Background: an optimization exercise with open tools, aiming at small area and a short achievable clock period. Do not read the settings as production practice.
At most, simulation tests tie the RTL to the original design; equivalence was not proved.
Power is estimated from default activity; no workload was simulated. No driver is modelled on the clock port, so clocking that relies on it looks cheaper here than on a real chip.

Design Scrambler, start of the top module:
module Scrambler(
  input         clock,
  input         reset,
  input  [63:0] io_in,
  output [63:0] io_out
);
  reg [63:0] p1;
  reg [63:0] p2;
  reg [63:0] p3;
  reg [63:0] p4;
  reg [63:0] p5;
  reg [63:0] p6;
  reg [63:0] q1;
  reg [63:0] q2;
  reg [63:0] q3;
  reg [63:0] q4;
  reg [63:0] q5;
  reg [63:0] q6;
  reg [63:0] q7;
  reg [63:0] q8;
  reg [63:0] q9;
  reg [63:0] q10;
  reg [63:0] q11;
  reg [63:0] q12;
  reg [63:0] q13;
  reg [63:0] q14;
  reg [63:0] q15;
  reg [63:0] q16;
  reg [63:0] q17;
  reg  [4:0] cnt;    
  reg        m6;     
  reg        m18;    
  wire m18_next = !reset && (m18 || cnt == 5'd17);
  wire m6_next  = !reset && (m6 || cnt == 5'd5);
  add_out u_out (.a(io_in), .b(q17), .s(io_out));
  wire [63:0] q1_next;   
  add_q u_q (.a(p1), .b(p6), .s(q1_next));
  always @(posedge clock) begin
    p1  <= io_out;
    p2  <= p1;
    p3  <= p2;
    p4  <= p3;
    p5  <= p4;
  ...
clock: 6.0 ns
lec_check: 0
cap_margin: 20
core_margin: 2
core_utilization: 65
cts_cluster_diameter: 80
cts_cluster_size: 32
setup_slack_margin: 2.5
slew_margin: 20
synth_hierarchical: 1
synth_minimum_keep_size: 0
tns_end_percent: 5
standard.sh (not shown) runs the stock make flow with config.mk's settings and CLKGATE_MAP_FILE= SYNTH_SCRIPT=/design/flow/synth_recipe.tcl, a recipe that flattens the netlist after the stock synthesis.
==> flow/flow/run.sh <==
#!/bin/bash
# Layout flow: the standard flow (standard.sh, the ORFS make targets), run
# in two steps.  Synthesis is the standard one, unchanged.  The rest of the
# layout differs from the standard flow in these settings only:
#  - the pins are placed by flow/io.tcl (ORFS IO_CONSTRAINTS): io_in[i] and
#    io_out[i] side by side along the bottom edge in bit order, so that the
#    adder between them can be placed compactly;
#  - the port buffers that buffer_ports inserts are plain buffers (buf_2)
#    rather than the delay cell it would pick on its own;
#  - the resizer may swap a cell for one of another footprint
#    (MATCH_CELL_FOOTPRINT=0; sky130hd's platform config sets it to 1).
# Each step's full output goes to its own log file in the work folder.
set -euo pipefail
here=$(pwd)
bash standard.sh synth > run_synth.log 2>&1
bash standard.sh "IO_CONSTRAINTS=$here/flow/io.tcl" IO_PIN_STEP=2 \
  "BUFFER_PORTS_ARGS=-buffer_cell sky130_fd_sc_hd__buf_2" \
  MATCH_CELL_FOOTPRINT=0 finish > run_layout.log 2>&1
==> flow/flow/io.tcl <==
# Pin placement, sourced at the end of floorplanning (ORFS IO_CONSTRAINTS).
# io_in[i] and io_out[i] sit side by side along the bottom edge, in bit order
# (bit 0 at the left), so that the io_in -> io_out adder can be placed as a
# compact strip next to its pins.  clock and reset go on the left edge.
set die [ord::get_die_area]
set W [expr {[lindex $die 2] - [lindex $die 0]}]
set H [expr {[lindex $die 3] - [lindex $die 1]}]
set pitch 0.46
set offset 0.23
set step $::env(IO_PIN_STEP)
set n 128
set span [expr {($n - 1) * $step * $pitch}]
set k [expr {int((($W - $span) / 2.0 - $offset) / $pitch)}]
for {set i 0} {$i < 64} {incr i} {
  foreach p [list "io_in\[$i\]" "io_out\[$i\]"] {
    place_pin -pin_name $p -layer met2 \
      -location [list [expr {$offset + $k * $pitch}] 0.242] -force_to_die_boundary
    incr k $step
  }
}
# the left edge's horizontal pins use met3 on a 0.68 um pitch (offset 0.34)
set row [expr {int(($H / 2.0 - 0.34) / 0.68)}]
place_pin -pin_name clock -layer met3 \
  -location [list 0.4 [expr {0.34 + $row * 0.68}]] -force_to_die_boundary
place_pin -pin_name reset -layer met3 \
  -location [list 0.4 [expr {0.34 + ($row + 8) * 0.68}]] -force_to_die_boundary
Rerun with:
==> flow/flow/run.sh (replaced) <==
#!/bin/bash
# Layout flow: the standard flow (standard.sh, the ORFS make targets), run
# in two steps.  Synthesis is the standard one, unchanged.  The rest of the
# layout differs from the standard flow in two settings only:
#  - the port buffers that buffer_ports inserts are plain buffers (buf_2)
#    rather than the delay cell it would pick on its own, and
#  - the resizer may swap a cell for one of another footprint
#    (MATCH_CELL_FOOTPRINT=0; sky130hd's platform config sets it to 1).
# Each step's full output goes to its own log file in the work folder.
set -euo pipefail
bash standard.sh synth > run_synth.log 2>&1
bash standard.sh "BUFFER_PORTS_ARGS=-buffer_cell sky130_fd_sc_hd__buf_2" \
  MATCH_CELL_FOOTPRINT=0 finish > run_layout.log 2>&1
removed: flow/flow/io.tcl
After rerunning:
- sequential power stays flat
- power goes down slightly
- fmax goes down slightly
- via count goes down by a few percent
- design area goes down by a few percent
- sequential share of layout area goes up by 1.6 points
No run of this note included a check of the RTL's function; only the layout flow was run.

## run 1
Scrambler, a different RTL version from the one above (not shown whole).
For scale: about 0.036 mm² of cells after synthesis.
export LEC_CHECK = 0
export CAP_MARGIN = 20
export CORE_MARGIN = 2
export CORE_UTILIZATION = 65
export CTS_CLUSTER_DIAMETER = 80
export CTS_CLUSTER_SIZE = 32
export SETUP_SLACK_MARGIN = 2.5
export SLEW_MARGIN = 20
export SYNTH_HIERARCHICAL = 1
export SYNTH_MINIMUM_KEEP_SIZE = 0
export TNS_END_PERCENT = 5
create_clock -name core_clock -period 6.0 [get_ports {clock}]
==> flow/flow/run.sh <==
#!/bin/bash
# Layout flow: the standard flow (standard.sh, the ORFS make targets), run
# in two steps.  Synthesis is the standard one, unchanged.  The rest of the
# layout differs from the standard flow in these settings only:
#  - the pins are placed by flow/io.tcl (ORFS IO_CONSTRAINTS): io_in[i] and
#    io_out[i] side by side along the bottom edge in bit order, so that the
#    adder between them can be placed compactly;
#  - the port buffers that buffer_ports inserts are plain buffers (buf_2)
#    rather than the delay cell it would pick on its own;
#  - the resizer may swap a cell for one of another footprint
#    (MATCH_CELL_FOOTPRINT=0; sky130hd's platform config sets it to 1).
# Each step's full output goes to its own log file in the work folder.
set -euo pipefail
here=$(pwd)
bash standard.sh synth > run_synth.log 2>&1
bash standard.sh "IO_CONSTRAINTS=$here/flow/io.tcl" IO_PIN_STEP=1 \
  "BUFFER_PORTS_ARGS=-buffer_cell sky130_fd_sc_hd__buf_2" \
  MATCH_CELL_FOOTPRINT=0 finish > run_layout.log 2>&1
==> flow/flow/io.tcl <==
# Pin placement, sourced at the end of floorplanning (ORFS IO_CONSTRAINTS).
# io_in[i] and io_out[i] sit side by side along the bottom edge, in bit order
# (bit 0 at the left), so that the io_in -> io_out adder can be placed as a
# compact strip next to its pins.  clock and reset go on the left edge.
set die [ord::get_die_area]
set W [expr {[lindex $die 2] - [lindex $die 0]}]
set H [expr {[lindex $die 3] - [lindex $die 1]}]
set pitch 0.46
set offset 0.23
set step $::env(IO_PIN_STEP)
set n 128
set span [expr {($n - 1) * $step * $pitch}]
set k [expr {int((($W - $span) / 2.0 - $offset) / $pitch)}]
for {set i 0} {$i < 64} {incr i} {
  foreach p [list "io_in\[$i\]" "io_out\[$i\]"] {
    place_pin -pin_name $p -layer met2 \
      -location [list [expr {$offset + $k * $pitch}] 0.242] -force_to_die_boundary
    incr k $step
  }
}
# the left edge's horizontal pins use met3 on a 0.68 um pitch (offset 0.34)
set row [expr {int(($H / 2.0 - 0.34) / 0.68)}]
place_pin -pin_name clock -layer met3 \
  -location [list 0.4 [expr {0.34 + $row * 0.68}]] -force_to_die_boundary
place_pin -pin_name reset -layer met3 \
  -location [list 0.4 [expr {0.34 + ($row + 8) * 0.68}]] -force_to_die_boundary
## Diff of input files: run 2 against run 1
diff --git a/flow/flow/run.sh b/flow/flow/run.sh
--- a/flow/flow/run.sh
+++ b/flow/flow/run.sh
@@ -16 +16 @@
-bash standard.sh "IO_CONSTRAINTS=$here/flow/io.tcl" IO_PIN_STEP=1 \
+bash standard.sh "IO_CONSTRAINTS=$here/flow/io.tcl" IO_PIN_STEP=4 \
## What came out
In the flow results for run 2 and run 1, the worst hold margin is smaller on run 1. Taking run 1 as the reference, in run 2 global-route track usage on met1 has decreased; overall routed net length has decreased; area of all placed cells without fillers has remained practically unchanged. The placed standard-cell area was comparable across run 2 and run 1. In the reports for run 2 and run 1, the larger net load switching power belongs to run 1. Run 2 vs run 1 on number of antenna violations at the first check in global routing: run 2 is the lower one. Compared with run 1, run 2 shows a area added between synthesis and finish that is 0.21 points higher.
## Diff of input files: run 3 against run 2
==> flow/flow/run.sh <==
#!/bin/bash
# Layout flow: the standard flow (standard.sh, the ORFS make targets), run
# in two steps.  Synthesis is the standard one, unchanged.  The rest of the
# layout differs from the standard flow in two settings only:
#  - the port buffers that buffer_ports inserts are plain buffers (buf_2)
#    rather than the delay cell it would pick on its own, and
#  - the resizer may swap a cell for one of another footprint
#    (MATCH_CELL_FOOTPRINT=0; sky130hd's platform config sets it to 1).
# Each step's full output goes to its own log file in the work folder.
set -euo pipefail
bash standard.sh synth > run_synth.log 2>&1
bash standard.sh "BUFFER_PORTS_ARGS=-buffer_cell sky130_fd_sc_hd__buf_2" \
  MATCH_CELL_FOOTPRINT=0 finish > run_layout.log 2>&1
removed: flow/flow/io.tcl
## What came out
Run 3 has completed all stages; timing, DRC and antenna checks passed.
On net count reported at finish: run 3 sits below run 2.
Looking at logic gate share of total power across run 2 and run 3, the one that comes out higher is run 2.
From run 2 to run 3 the numbers moved as follows: met2 layer wire length in the routed design saw a decrease, overall via count from detail_route has decreased.
What run 4 does differently from run 3 at the input level:
Settings: TNS_END_PERCENT removed (was 5).
diff --git a/flow/flow/run.sh b/flow/flow/run.sh
--- a/flow/flow/run.sh
+++ b/flow/flow/run.sh
@@ -4 +4,4 @@
-# layout differs from the standard flow in two settings only:
+# layout differs from the standard flow in these settings only:
+#  - the pins are placed by flow/io.tcl (ORFS IO_CONSTRAINTS): io_in[i] and
+#    io_out[i] side by side along the bottom edge in bit order, so that the
+#    adder between them can be placed compactly;
@@ -6 +9 @@
-#    rather than the delay cell it would pick on its own, and
+#    rather than the delay cell it would pick on its own;
@@ -10,0 +14 @@
+here=$(pwd)
@@ -12 +16,2 @@
-bash standard.sh "BUFFER_PORTS_ARGS=-buffer_cell sky130_fd_sc_hd__buf_2" \
+bash standard.sh "IO_CONSTRAINTS=$here/flow/io.tcl" IO_PIN_STEP=2 \
+  "BUFFER_PORTS_ARGS=-buffer_cell sky130_fd_sc_hd__buf_2" \
==> flow/flow/io.tcl (new file) <==
# Pin placement, sourced at the end of floorplanning (ORFS IO_CONSTRAINTS).
# io_in[i] and io_out[i] sit side by side along the bottom edge, in bit order
# (bit 0 at the left), so that the io_in -> io_out adder can be placed as a
# compact strip next to its pins.  clock and reset go on the left edge.
set die [ord::get_die_area]
set W [expr {[lindex $die 2] - [lindex $die 0]}]
set H [expr {[lindex $die 3] - [lindex $die 1]}]
set pitch 0.46
set offset 0.23
set step $::env(IO_PIN_STEP)
set n 128
set span [expr {($n - 1) * $step * $pitch}]
set k [expr {int((($W - $span) / 2.0 - $offset) / $pitch)}]
for {set i 0} {$i < 64} {incr i} {
  foreach p [list "io_in\[$i\]" "io_out\[$i\]"] {
    place_pin -pin_name $p -layer met2 \
      -location [list [expr {$offset + $k * $pitch}] 0.242] -force_to_die_boundary
    incr k $step
  }
}
# the left edge's horizontal pins use met3 on a 0.68 um pitch (offset 0.34)
set row [expr {int(($H / 2.0 - 0.34) / 0.68)}]
place_pin -pin_name clock -layer met3 \
  -location [list 0.4 [expr {0.34 + $row * 0.68}]] -force_to_die_boundary
place_pin -pin_name reset -layer met3 \
  -location [list 0.4 [expr {0.34 + ($row + 8) * 0.68}]] -force_to_die_boundary
==> comparison <==
- sky130_fd_sc_hd__xnor2_1 as the slowest cell on the critical path was reported by run 3, and sky130_fd_sc_hd__dfxtp_1 by run 4.
- Run 4 ends up with a final critical path time including I/O delays and setup that is 0.077 ns lower than in run 3.
- Of the two candidates, run 3 has the worse setup slack and run 4 the better one.
- Delta (run 4 minus run 3): total power increased by about 2.3% relative to the old numbers, largest driver fanout on the critical path shows a reduction of 2.
- Of run 3 and run 4, the run reporting the lower maximum number of pins on one net before global-route repair was run 3.
- Run 4 reports a lower filler cell count in the final layout than run 3 does.
- Per the comparison of run 4 with run 3, final instance count without filler cells has increased; global-route track usage on met3 has remained practically unchanged.
Edits applied to the flow inputs when going from run 4 to run 5:
Settings: putting TNS_END_PERCENT at 5 where nothing was set.
### Flow results
- Relative to run 4, the total power measured on run 5 has decreased slightly.
- Of run 4 and run 5, run 4 shows the higher area growth from synthesis to layout, with run 5 below it.
- Sort run 4 and run 5 by worst setup timing slack at the placement stage desc -> top: run 4
- Summary of run 5 over run 4: number of library cell types mapped by synthesis level, post-route core utilization shows a reduction of 3.8 points, post-route clock period utilization decreased by 1.1 points relative to the old numbers.
- On post-route cell area, run 5 does better than run 4.
- The setup slack of run 5 is larger than that of run 4.
What run 6 does differently from run 5 at the input level:
Settings: swapping 65 for 72 in CORE_UTILIZATION.
### Flow results
Layout clock buffer count: higher on run 5. Delta (run 6 minus run 5): critical path depth climbed 1, synthesis-to-layout area growth climbed 0.41 points, worst setup skew after layout dropped 0.015 ns. Worst setup slack ends up higher on run 6. Run 6 packs its core more tightly than run 5. For the sequential fraction of design power, run 6 came in 0.7 points higher than run 5 did. Of the two values seen for worst-path cell with the longest stage delay, sky130_fd_sc_hd__o21ai_4 was produced by run 6 and sky130_fd_sc_hd__xor2_1 by run 5.

## port drivers added, routing unchanged
The flow's constraints put no driver on any port. The routed layouts listed below were extracted and timed again, unchanged, in two steps.
Step 1 assumes that a clkbuf_16 drives the clock port and a buf_2 every other input.
Step 2, shift: input delay + t, output delay - t, t = (earliest + latest rising clock arrival at the registers) / 2. This alone moves slack from input paths to output paths.
Slacks: ideal / step 1 / step 2; pairs: ideal / step 1.
| run | t, ns | setup slack, ns | worst hold slack (ns) | worst setup path at the end |
|---|---|---|---|---|
| the first run of note 1 | 0.677 | 1.701 / 1.638 / 1.638 | 0.310 / 0.310 / 0.310 | input to output |
| the second run of note 1 | 0.690 | 1.667 / 1.611 / 1.611 | 0.322 / 0.322 / 0.322 | input to output |
| run 1 | 0.669 | 1.578 / 1.456 / 1.456 | 0.301 / 0.301 / 0.301 | input to output |
| run 2 | 0.669 | 1.603 / 1.562 / 1.562 | 0.324 / 0.324 / 0.324 | input to output |
| run 3 | 0.685 | 1.486 / 1.466 / 1.466 | 0.315 / 0.315 / 0.315 | input to output |
| run 4 | 0.667 | 1.562 / 1.500 / 1.500 | 0.329 / 0.329 / 0.329 | input to output |
| run 5 | 0.663 | 1.630 / 1.577 / 1.577 | 0.326 / 0.326 / 0.326 | input to output |
| run 6 | 0.672 | 1.637 / 1.577 / 1.577 | 0.328 / 0.328 / 0.328 | input to output |
After both steps setup and hold are still met in every run listed. For run 1, which loses most, drivers alone change the setup slack by -0.122 ns; drivers and shift together by -0.122 ns.
